What follows belongs to an exercise in optimizing a design on an open flow for small area; a production flow would make more cautious choices.
Where RTL was checked, it was by simulation tests only, not by an equivalence proof against the original.
No activity file was given, so power comes from the tool's default toggle rates.

==> maple <==
==> flow/design.v <==
`timescale 1ns / 1ps
module debouncer (
    input clk,
    input reset,
    input btn_in,
    output reg btn_out
);
    reg btn_sync_0, btn_sync_1;
    reg [15:0] q;    
    wire clr = (btn_sync_1 == btn_out);
    wire [15:0] b = q ^ 16'hAAAA;
    wire fb = b[15] ^ b[13] ^ b[12] ^ b[10] ^ (b[14:0] == 15'd0);
    wire hit = (q == 16'hABEF);
    always @(posedge clk or posedge reset) begin
        if (reset) begin
            btn_sync_0 <= 0;
            btn_sync_1 <= 0;
            btn_out <= 0;
        end else begin
            btn_sync_0 <= btn_in;
            btn_sync_1 <= btn_sync_0;
            if (!clr && hit)
                btn_out <= ~btn_out;
        end
    end
    always @(posedge clk) begin
        q[0] <= ~clr & fb;
        q[15:1] <= ~({15{clr}} | q[14:0]);
    end
endmodule
`timescale 1ns / 1ps
module digital_takvim(
    input clk,
    input reset,
    input [5:0] LedSwitch,
    input speed,
    input Stop_buton,
    input Dakika_arttir_buton,
    input Dakika_azalt_buton,
    input Saat_arttir_buton,
    input Saat_azalt_buton,
    output reg [6:0] segment,
    output [3:0] sayac,
    output reg [5:0] saniye
    );
    wire stop_c, dA, dZ, hA, hZ;
    debouncer d1(.clk(clk), .reset(reset), .btn_in(Stop_buton),          .btn_out(stop_c));
    debouncer d2(.clk(clk), .reset(reset), .btn_in(Dakika_arttir_buton), .btn_out(dA));
    debouncer d3(.clk(clk), .reset(reset), .btn_in(Dakika_azalt_buton),  .btn_out(dZ));
    debouncer d4(.clk(clk), .reset(reset), .btn_in(Saat_arttir_buton),   .btn_out(hA));
    debouncer d5(.clk(clk), .reset(reset), .btn_in(Saat_azalt_buton),    .btn_out(hZ));
    reg stop, stop_prev;
    always @(posedge clk or posedge reset)
        if (reset) begin
            stop <= 0;
            stop_prev <= 0;
        end else begin
            stop <= stop ^ (stop_c & ~stop_prev);
            stop_prev <= stop_c;
        end
    reg [9:0] pre;
    reg half;
    wire ge600 = pre[9] & pre[6] & pre[4] & pre[3];    
    wire ge10 = (|pre[9:4]) | (pre[3] & (pre[2] | pre[1]));
    wire wrap = speed ? ge10 : ge600;
    wire tick = wrap & ~half;
    always @(posedge clk or posedge reset)
        if (reset) begin
            pre <= 0;
            half <= 0;
        end else begin
            pre <= wrap ? 10'd1 : pre + 10'd1;
            half <= half ^ wrap;
        end
    wire sec_hi = (saniye >= 6'd59);
    wire Dar = ~stop & sec_hi;
    always @(posedge clk or posedge reset)
        if (reset)
            saniye <= 0;
        else if (tick) begin
            if (stop) begin
                if (LedSwitch != 0) saniye <= LedSwitch;
            end else
                saniye <= sec_hi ? 6'd0 : saniye + 6'd1;
        end
    reg [2:0] mt;
    reg [3:0] mu;
    reg kd;
    wire d_inc = kd & (stop ? (dA & ~dZ) : Dar);
    wire d_dec = kd & stop & dZ & ~dA;
    wire mu9 = mu[3] & mu[0];
    wire mu0 = ~|mu;
    wire d_max = mu9 & mt[2] & mt[0];
    wire d_zero = mu0 & ~|mt;
    wire Sar = d_inc & d_max;
    wire Saz = d_dec & d_zero;
    always @(posedge clk or posedge reset)
        if (reset) begin
            mt <= 3'd3;
            mu <= 4'd0;
            kd <= 1;
        end else begin
            if (d_inc) begin
                mu <= mu9 ? 4'd0 : mu + 4'd1;
                if (mu9) mt <= d_max ? 3'd0 : mt + 3'd1;
            end else if (d_dec) begin
                mu <= mu0 ? 4'd9 : mu - 4'd1;
                if (mu0) mt <= d_zero ? 3'd5 : mt - 3'd1;
            end
            kd <= ~(dA | dZ | Dar) | (kd & ~(d_inc | d_dec));
        end
    reg [1:0] ht;
    reg [3:0] hu;
    reg kh;
    wire h_inc = kh & (Sar | (stop & hA & ~hZ & ~Saz));
    wire h_dec = kh & ~Sar & stop & ((hZ & ~hA) | Saz);
    wire hu9 = hu[3] & hu[0];
    wire hu0 = ~|hu;
    wire h_max = ht[1] & hu[1] & hu[0];
    wire h_zero = hu0 & ~|ht;
    always @(posedge clk or posedge reset)
        if (reset) begin
            ht <= 2'd1;
            hu <= 4'd8;
            kh <= 1;
        end else begin
            if (h_inc) begin
                if (h_max) begin
                    ht <= 2'd0; hu <= 4'd0;
                end else begin
                    hu <= hu9 ? 4'd0 : hu + 4'd1;
                    if (hu9) ht <= ht + 2'd1;
                end
            end else if (h_dec) begin
                if (h_zero) begin
                    ht <= 2'd2; hu <= 4'd3;
                end else begin
                    hu <= hu0 ? 4'd9 : hu - 4'd1;
                    if (hu0) ht <= ht - 2'd1;
                end
            end
            kh <= ~(hA | hZ | Sar | Saz) | (kh & ~(h_inc | h_dec));
        end
    reg [5:0] m;
    reg [1:0] sel;
    wire m_wrap = (m == 6'd49);
    always @(posedge clk or posedge reset)
        if (reset) begin
            m <= 6'd49;
            sel <= 0;
        end else begin
            m <= m_wrap ? 6'd0 : m + 6'd1;
            if (m_wrap) sel <= sel + 2'd1;
        end
    assign sayac = ~(4'b0001 << sel);
    reg [3:0] digit;
    always @* begin
        case (sel)
            2'd0: digit = mu;
            2'd1: digit = {1'b0, mt};
            2'd2: digit = hu;
            default: digit = {2'b0, ht};
        endcase
        case (digit)
            4'd0: segment = 7'b1000000;
            4'd1: segment = 7'b1111001;
            4'd2: segment = 7'b0100100;
            4'd3: segment = 7'b0110000;
            4'd4: segment = 7'b0011001;
            4'd5: segment = 7'b0010010;
            4'd6: segment = 7'b0000010;
            4'd7: segment = 7'b1111000;
            4'd8: segment = 7'b0000000;
            default: segment = 7'b0010000;
        endcase
    end
endmodule
==> flow/run.sh <==
#!/bin/bash
# synth_recipe.tcl (not shown) runs the flow's synth.tcl, then flattens the netlist and writes it again
# the make line also repeats each setting of config.mk as NAME=value (left out here)
make -C /OpenROAD-flow-scripts/flow DESIGN_CONFIG=/design/flow/config.mk WORK_HOME=/design/flow/orfs CLKGATE_MAP_FILE= SYNTH_SCRIPT=/design/flow/synth_recipe.tcl finish
==> flow/config.mk <==
export PLATFORM = sky130hd
export DESIGN_NAME = digital_takvim
export DESIGN_NICKNAME = digital_takvim
export VERILOG_FILES = /design/flow/design.v
export SDC_FILE = /design/flow/constraint.sdc
export NUM_CORES = 4
export LEC_CHECK = 0
export CAP_MARGIN = 20
export CORE_MARGIN = 2
export CORE_UTILIZATION = 40
export SLEW_MARGIN = 20
==> flow/constraint.sdc <==
create_clock -name core_clock -period 16.0 [get_ports {clk}]
set_input_delay 3.2000 -clock core_clock [delete_from_list [all_inputs] [get_ports {clk}]]
set_output_delay 3.2000 -clock core_clock [all_outputs]
set_load 0.01 [all_outputs]
==> inputs of raven, as changes to maple <==
==> flow/design.v, changed modules only <==
module debouncer (
    input clk,
    input reset,
    input btn_in,
    output reg btn_out
);
    localparam [15:0] P = 16'hAA4A;
    reg btn_sync_0, btn_sync_1;
    reg [15:0] q;    
    wire clr = (btn_sync_1 == btn_out);
    wire [15:0] b = q ^ P;
    wire z = (b[14:0] == 15'd0);
    wire f = b[15] ^ b[13] ^ b[8] ^ b[0] ^ z;
    wire hit = z & ~b[15];
    always @(posedge clk or posedge reset) begin
        if (reset) begin
            btn_sync_0 <= 0;
            btn_sync_1 <= 0;
            btn_out <= 0;
        end else begin
            btn_sync_0 <= btn_in;
            btn_sync_1 <= btn_sync_0;
            if (!clr && hit)
                btn_out <= ~btn_out;
        end
    end
    always @(posedge clk)
        q <= clr ? 16'd0 : ({b[14:0], f} ^ P);
endmodule
module digital_takvim(
    input clk,
    input reset,
    input [5:0] LedSwitch,
    input speed,
    input Stop_buton,
    input Dakika_arttir_buton,
    input Dakika_azalt_buton,
    input Saat_arttir_buton,
    input Saat_azalt_buton,
    output reg [6:0] segment,
    output [3:0] sayac,
    output reg [5:0] saniye
    );
    wire stop_c, dA, dZ, hA, hZ;
    debouncer d1(.clk(clk), .reset(reset), .btn_in(Stop_buton),          .btn_out(stop_c));
    debouncer d2(.clk(clk), .reset(reset), .btn_in(Dakika_arttir_buton), .btn_out(dA));
    debouncer d3(.clk(clk), .reset(reset), .btn_in(Dakika_azalt_buton),  .btn_out(dZ));
    debouncer d4(.clk(clk), .reset(reset), .btn_in(Saat_arttir_buton),   .btn_out(hA));
    debouncer d5(.clk(clk), .reset(reset), .btn_in(Saat_azalt_buton),    .btn_out(hZ));
    reg stop, stop_prev;
    always @(posedge clk or posedge reset)
        if (reset) begin
            stop <= 0;
            stop_prev <= 0;
        end else begin
            stop <= stop ^ (stop_c & ~stop_prev);
            stop_prev <= stop_c;
        end
    reg [9:0] pre;
    reg half;
    wire ge600 = pre[9] & pre[6] & pre[4] & pre[3];    
    wire ge10 = (|pre[9:4]) | (pre[3] & (pre[2] | pre[1]));
    wire wrap = speed ? ge10 : ge600;
    wire tick = wrap & ~half;
    always @(posedge clk or posedge reset)
        if (reset) begin
            pre <= 0;
            half <= 0;
        end else begin
            pre <= wrap ? 10'd1 : pre + 10'd1;
            half <= half ^ wrap;
        end
    wire sec_hi = (saniye >= 6'd59);
    wire Dar = ~stop & sec_hi;
    always @(posedge clk or posedge reset)
        if (reset)
            saniye <= 0;
        else if (tick) begin
            if (stop) begin
                if (LedSwitch != 0) saniye <= LedSwitch;
            end else
                saniye <= sec_hi ? 6'd0 : saniye + 6'd1;
        end
    reg [3:0] mu;
    reg [2:0] mt;
    reg [3:0] hu;
    reg [1:0] ht;
    reg kd, kh;
    wire d_inc = kd & (stop ? (dA & ~dZ) : Dar);
    wire d_dec = kd & stop & dZ & ~dA;
    wire d_any = d_inc | d_dec;
    wire mu_up1 = mu[0] & ~mu[3];
    wire mu_up2 = mu[0] & mu[1];
    wire mu_up3 = mu[0] & ((mu[1] & mu[2]) | mu[3]);
    wire mu_dn1 = ~mu[0] & (mu[1] | mu[2] | mu[3]);
    wire mu_dn2 = ~mu[0] & ~mu[1] & (mu[2] | mu[3]);
    wire mu_dn3 = ~mu[0] & ~mu[1] & ~mu[2];
    wire mu9 = mu[3] & mu[0];
    wire mu0 = mu_dn3 & ~mu[3];
    wire mc = d_inc & mu9;           
    wire mb = d_dec & mu0;           
    wire mt_up1 = mt[0] & ~mt[2];
    wire mt_up2 = (mt[0] & mt[1]) | (mt[0] & mt[2]);
    wire mt_dn1 = ~mt[0] & (mt[1] | mt[2]);
    wire mt_dn2 = ~mt[0] & ~mt[1];
    wire Sar = mc & mt[2] & mt[0];
    wire Saz = mb & ~mt[2] & ~mt[1] & ~mt[0];
    wire h_inc = kh & (Sar | (stop & hA & ~hZ & ~Saz));
    wire h_dec = kh & ~Sar & stop & ((hZ & ~hA) | Saz);
    wire h_any = h_inc | h_dec;
    wire h23 = ht[1] & hu[1] & hu[0];
    wire h00 = ~ht[1] & ~ht[0] & ~hu[0] & ~hu[1] & ~hu[2] & ~hu[3];
    wire hu_up1 = hu[0] & ~hu[3];
    wire hu_up2 = hu[0] & hu[1];
    wire hu_up3 = hu[0] & ((hu[1] & hu[2]) | hu[3]);
    wire hu_dn1 = ~hu[0] & (hu[1] | hu[2] | hu[3]);
    wire hu_dn2 = ~hu[0] & ~hu[1] & (hu[2] | hu[3]);
    wire hu_dn3 = ~hu[0] & ~hu[1] & ~hu[2];
    wire hu9 = hu[3] & hu[0];
    wire hu0 = hu_dn3 & ~hu[3];
    always @(posedge clk or posedge reset)
        if (reset) begin
            mt <= 3'd3; mu <= 4'd0; kd <= 1;
            ht <= 2'd1; hu <= 4'd8; kh <= 1;
        end else begin
            mu[0] <= mu[0] ^ d_any;
            mu[1] <= mu[1] ^ ((d_inc & mu_up1) | (d_dec & mu_dn1));
            mu[2] <= mu[2] ^ ((d_inc & mu_up2) | (d_dec & mu_dn2));
            mu[3] <= mu[3] ^ ((d_inc & mu_up3) | (d_dec & mu_dn3));
            mt[0] <= mt[0] ^ (mc | mb);
            mt[1] <= mt[1] ^ ((mc & mt_up1) | (mb & mt_dn1));
            mt[2] <= mt[2] ^ ((mc & mt_up2) | (mb & mt_dn2));
            kd <= ~(dA | dZ | Dar) | (kd & ~d_any);
            if (h_inc & h23) begin
                ht <= 2'd0; hu <= 4'd0;
            end else if (h_dec & h00) begin
                ht <= 2'd2; hu <= 4'd3;
            end else begin
                hu[0] <= hu[0] ^ h_any;
                hu[1] <= hu[1] ^ ((h_inc & hu_up1) | (h_dec & hu_dn1));
                hu[2] <= hu[2] ^ ((h_inc & hu_up2) | (h_dec & hu_dn2));
                hu[3] <= hu[3] ^ ((h_inc & hu_up3) | (h_dec & hu_dn3));
                ht <= ht + {1'b0, h_inc & hu9} - {1'b0, h_dec & hu0};
            end
            kh <= ~(hA | hZ | Sar | Saz) | (kh & ~h_any);
        end
    localparam [5:0] MP = 6'b101010;
    reg [5:0] m;
    reg [1:0] sel;
    wire [5:0] ml = m ^ MP;
    wire m_wrap = (m == 6'b000111);
    always @(posedge clk or posedge reset)
        if (reset) begin
            m <= 6'b000111;
            sel <= 0;
        end else begin
            m <= m_wrap ? 6'd0 : ({ml[4:0], ml[5] ^ ml[4]} ^ MP);
            if (m_wrap) sel <= sel + 2'd1;
        end
    assign sayac = ~(4'b0001 << sel);
    reg [3:0] digit;
    always @* begin
        case (sel)
            2'd0: digit = mu;
            2'd1: digit = {1'b0, mt};
            2'd2: digit = hu;
            default: digit = {2'b0, ht};
        endcase
        case (digit)
            4'd0: segment = 7'b1000000;
            4'd1: segment = 7'b1111001;
            4'd2: segment = 7'b0100100;
            4'd3: segment = 7'b0110000;
            4'd4: segment = 7'b0011001;
            4'd5: segment = 7'b0010010;
            4'd6: segment = 7'b0000010;
            4'd7: segment = 7'b1111000;
            4'd8: segment = 7'b0000000;
            default: segment = 7'b0010000;
        endcase
    end
endmodule
- CORE_UTILIZATION: 40 -> 60
- CTS_BUF_LIST: default -> sky130_fd_sc_hd__clkbuf_8
==> inputs of nickel, as changes to maple <==
==> flow/design.v, changed modules only <==
module debouncer (
    input clk,
    input reset,
    input btn_in,
    output reg btn_out
);
    localparam [15:0] P = 16'hAA4A;
    reg btn_sync_0, btn_sync_1;
    reg [15:0] q;    
    wire clr = (btn_sync_1 == btn_out);
    wire [15:0] b = q ^ P;
    wire z = (b[14:0] == 15'd0);
    wire f = b[15] ^ b[13] ^ b[8] ^ b[0] ^ z;
    wire hit = z & ~b[15];
    always @(posedge clk or posedge reset) begin
        if (reset) begin
            btn_sync_0 <= 0;
            btn_sync_1 <= 0;
            btn_out <= 0;
        end else begin
            btn_sync_0 <= btn_in;
            btn_sync_1 <= btn_sync_0;
            if (!clr && hit)
                btn_out <= ~btn_out;
        end
    end
    always @(posedge clk)
        q <= clr ? 16'd0 : ({b[14:0], f} ^ P);
endmodule
module digital_takvim(
    input clk,
    input reset,
    input [5:0] LedSwitch,
    input speed,
    input Stop_buton,
    input Dakika_arttir_buton,
    input Dakika_azalt_buton,
    input Saat_arttir_buton,
    input Saat_azalt_buton,
    output reg [6:0] segment,
    output [3:0] sayac,
    output reg [5:0] saniye
    );
    wire stop_c, dA, dZ, hA, hZ;
    debouncer d1(.clk(clk), .reset(reset), .btn_in(Stop_buton),          .btn_out(stop_c));
    debouncer d2(.clk(clk), .reset(reset), .btn_in(Dakika_arttir_buton), .btn_out(dA));
    debouncer d3(.clk(clk), .reset(reset), .btn_in(Dakika_azalt_buton),  .btn_out(dZ));
    debouncer d4(.clk(clk), .reset(reset), .btn_in(Saat_arttir_buton),   .btn_out(hA));
    debouncer d5(.clk(clk), .reset(reset), .btn_in(Saat_azalt_buton),    .btn_out(hZ));
    reg stop, stop_prev;
    always @(posedge clk or posedge reset)
        if (reset) begin
            stop <= 0;
            stop_prev <= 0;
        end else begin
            stop <= stop ^ (stop_c & ~stop_prev);
            stop_prev <= stop_c;
        end
    reg [9:0] pre;
    reg half;
    wire ge600 = pre[9] & pre[6] & pre[4] & pre[3];    
    wire ge10 = (|pre[9:4]) | (pre[3] & (pre[2] | pre[1]));
    wire wrap = speed ? ge10 : ge600;
    wire tick = wrap & ~half;
    always @(posedge clk or posedge reset)
        if (reset) begin
            pre <= 0;
            half <= 0;
        end else begin
            pre <= wrap ? 10'd1 : pre + 10'd1;
            half <= half ^ wrap;
        end
    wire sec_hi = (saniye >= 6'd59);
    wire Dar = ~stop & sec_hi;
    always @(posedge clk or posedge reset)
        if (reset)
            saniye <= 0;
        else if (tick) begin
            if (stop) begin
                if (LedSwitch != 0) saniye <= LedSwitch;
            end else
                saniye <= sec_hi ? 6'd0 : saniye + 6'd1;
        end
    reg [3:0] mu;
    reg [2:0] mt;
    reg [3:0] hu;
    reg [1:0] ht;
    reg kd, kh;
    wire d_inc = kd & (stop ? (dA & ~dZ) : Dar);
    wire d_dec = kd & stop & dZ & ~dA;
    wire d_any = d_inc | d_dec;
    wire mu_up1 = mu[0] & ~mu[3];
    wire mu_up2 = mu[0] & mu[1];
    wire mu_up3 = mu[0] & ((mu[1] & mu[2]) | mu[3]);
    wire mu_dn1 = ~mu[0] & (mu[1] | mu[2] | mu[3]);
    wire mu_dn2 = ~mu[0] & ~mu[1] & (mu[2] | mu[3]);
    wire mu_dn3 = ~mu[0] & ~mu[1] & ~mu[2];
    wire mu9 = mu[3] & mu[0];
    wire mu0 = mu_dn3 & ~mu[3];
    wire mc = d_inc & mu9;           
    wire mb = d_dec & mu0;           
    wire mt_up1 = mt[0] & ~mt[2];
    wire mt_up2 = (mt[0] & mt[1]) | (mt[0] & mt[2]);
    wire mt_dn1 = ~mt[0] & (mt[1] | mt[2]);
    wire mt_dn2 = ~mt[0] & ~mt[1];
    wire Sar = mc & mt[2] & mt[0];
    wire Saz = mb & ~mt[2] & ~mt[1] & ~mt[0];
    wire h_inc = kh & (Sar | (stop & hA & ~hZ & ~Saz));
    wire h_dec = kh & ~Sar & stop & ((hZ & ~hA) | Saz);
    wire h_any = h_inc | h_dec;
    wire h23 = ht[1] & hu[1] & hu[0];
    wire h00 = ~ht[1] & ~ht[0] & ~hu[0] & ~hu[1] & ~hu[2] & ~hu[3];
    wire hu_up1 = hu[0] & ~hu[3];
    wire hu_up2 = hu[0] & hu[1];
    wire hu_up3 = hu[0] & ((hu[1] & hu[2]) | hu[3]);
    wire hu_dn1 = ~hu[0] & (hu[1] | hu[2] | hu[3]);
    wire hu_dn2 = ~hu[0] & ~hu[1] & (hu[2] | hu[3]);
    wire hu_dn3 = ~hu[0] & ~hu[1] & ~hu[2];
    wire hu9 = hu[3] & hu[0];
    wire hu0 = hu_dn3 & ~hu[3];
    always @(posedge clk or posedge reset)
        if (reset) begin
            mt <= 3'd3; mu <= 4'd0; kd <= 1;
            ht <= 2'd1; hu <= 4'd8; kh <= 1;
        end else begin
            mu[0] <= mu[0] ^ d_any;
            mu[1] <= mu[1] ^ ((d_inc & mu_up1) | (d_dec & mu_dn1));
            mu[2] <= mu[2] ^ ((d_inc & mu_up2) | (d_dec & mu_dn2));
            mu[3] <= mu[3] ^ ((d_inc & mu_up3) | (d_dec & mu_dn3));
            mt[0] <= mt[0] ^ (mc | mb);
            mt[1] <= mt[1] ^ ((mc & mt_up1) | (mb & mt_dn1));
            mt[2] <= mt[2] ^ ((mc & mt_up2) | (mb & mt_dn2));
            kd <= ~(dA | dZ | Dar) | (kd & ~d_any);
            if (h_inc & h23) begin
                ht <= 2'd0; hu <= 4'd0;
            end else if (h_dec & h00) begin
                ht <= 2'd2; hu <= 4'd3;
            end else begin
                hu[0] <= hu[0] ^ h_any;
                hu[1] <= hu[1] ^ ((h_inc & hu_up1) | (h_dec & hu_dn1));
                hu[2] <= hu[2] ^ ((h_inc & hu_up2) | (h_dec & hu_dn2));
                hu[3] <= hu[3] ^ ((h_inc & hu_up3) | (h_dec & hu_dn3));
                ht <= ht + {1'b0, h_inc & hu9} - {1'b0, h_dec & hu0};
            end
            kh <= ~(hA | hZ | Sar | Saz) | (kh & ~h_any);
        end
    reg [5:0] m;
    reg [1:0] sel;
    wire m_wrap = (m == 6'd49);
    always @(posedge clk or posedge reset)
        if (reset) begin
            m <= 6'd49;
            sel <= 0;
        end else begin
            m <= m_wrap ? 6'd0 : m + 6'd1;
            if (m_wrap) sel <= sel + 2'd1;
        end
    assign sayac = ~(4'b0001 << sel);
    reg [3:0] digit;
    always @* begin
        case (sel)
            2'd0: digit = mu;
            2'd1: digit = {1'b0, mt};
            2'd2: digit = hu;
            default: digit = {2'b0, ht};
        endcase
        case (digit)
            4'd0: segment = 7'b1000000;
            4'd1: segment = 7'b1111001;
            4'd2: segment = 7'b0100100;
            4'd3: segment = 7'b0110000;
            4'd4: segment = 7'b0011001;
            4'd5: segment = 7'b0010010;
            4'd6: segment = 7'b0000010;
            4'd7: segment = 7'b1111000;
            4'd8: segment = 7'b0000000;
            default: segment = 7'b0010000;
        endcase
    end
endmodule
- CORE_UTILIZATION: 40 -> 60
- CTS_BUF_LIST: default -> sky130_fd_sc_hd__clkbuf_2 sky130_fd_sc_hd__clkbuf_4 sky130_fd_sc_hd__clkbuf_8
==> results.txt <==
metric                                                               maple      nickel       raven
Status                                    no timing/DRC/antenna violations  no timing/DRC/antenna violations  no timing/DRC/antenna violations
Clock-cell share of area                                            9.069%      6.334%      6.385%
Amount of wire on met2 after detailed routing                     5.011 mm    4.648 mm    4.352 mm
Post-place setup slack                                            10.31 ns    10.27 ns    10.27 ns
Clock latency on the worst-skew pair                               0.41 ns     0.43 ns     0.42 ns
Part of the cycle the worst path needs                              38.37%      38.78%      38.61%
Met3 Routed Length                                                  408 um      400 um      299 um
Reg2reg setup slack                                               13.30 ns    12.78 ns    12.53 ns
Post-synth cell types                                                   54          58          61
Portion of the post-synthesis area used by sequential elements      54.10%      55.97%      56.55%
Number of cells produced by synthesis                                  581         543         536
Power share of the sequential group                                  41.8%       52.2%       51.9%
End of the worst register-to-register path                           hu[2]       ht[1]       ht[1]
Final min period                                                  6.139 ns    6.205 ns    6.177 ns
Proportion of synthesized area in mux cells                         1.915%      1.797%      2.002%
Area of placed instances                                        6085 sq um  5809 sq um  5759 sq um
Power consumption                                                 1.039 mW   0.7755 mW   0.7777 mW
Final worst setup slack                                           9.861 ns    9.795 ns    9.823 ns
Power dissipated in the clock network                             0.390 mW    0.283 mW    0.283 mW
Non-clock inverters                                                     29          20          22
No functional check of the RTL was part of nickel.

[port drivers added, routing unchanged]
The flow's constraints put no driver on any port. The routed layouts listed below were extracted and timed again, unchanged, in two steps. Step 1 assumes that a clkbuf_16 drives the clock port and a buf_2 every other input. Step 2 times the ports against the registers' clock, not the clock port: input delays grow and output delays shrink by t, the midpoint of the rising clock arrivals with the driver on. a / b / c = ideal ports / drivers / drivers and shift; a / b = the first two.
run | t, ns | setup slack, ns | hold slack, ns | worst setup path at the end | latest minus earliest clock arrival (ns)
maple | 0.451 | 9.861 / 9.822 / 10.273 | 0.346 / 0.346 / 0.346 | register to output | 0.007 / 0.006
raven | 0.450 | 9.823 / 9.789 / 10.239 | 0.357 / 0.357 / 0.357 | register to output | 0.015 / 0.014
nickel | 0.461 | 9.795 / 9.760 / 10.221 | 0.356 / 0.356 / 0.356 | register to output | 0.014 / 0.014
After both steps setup and hold are still met in every run listed.
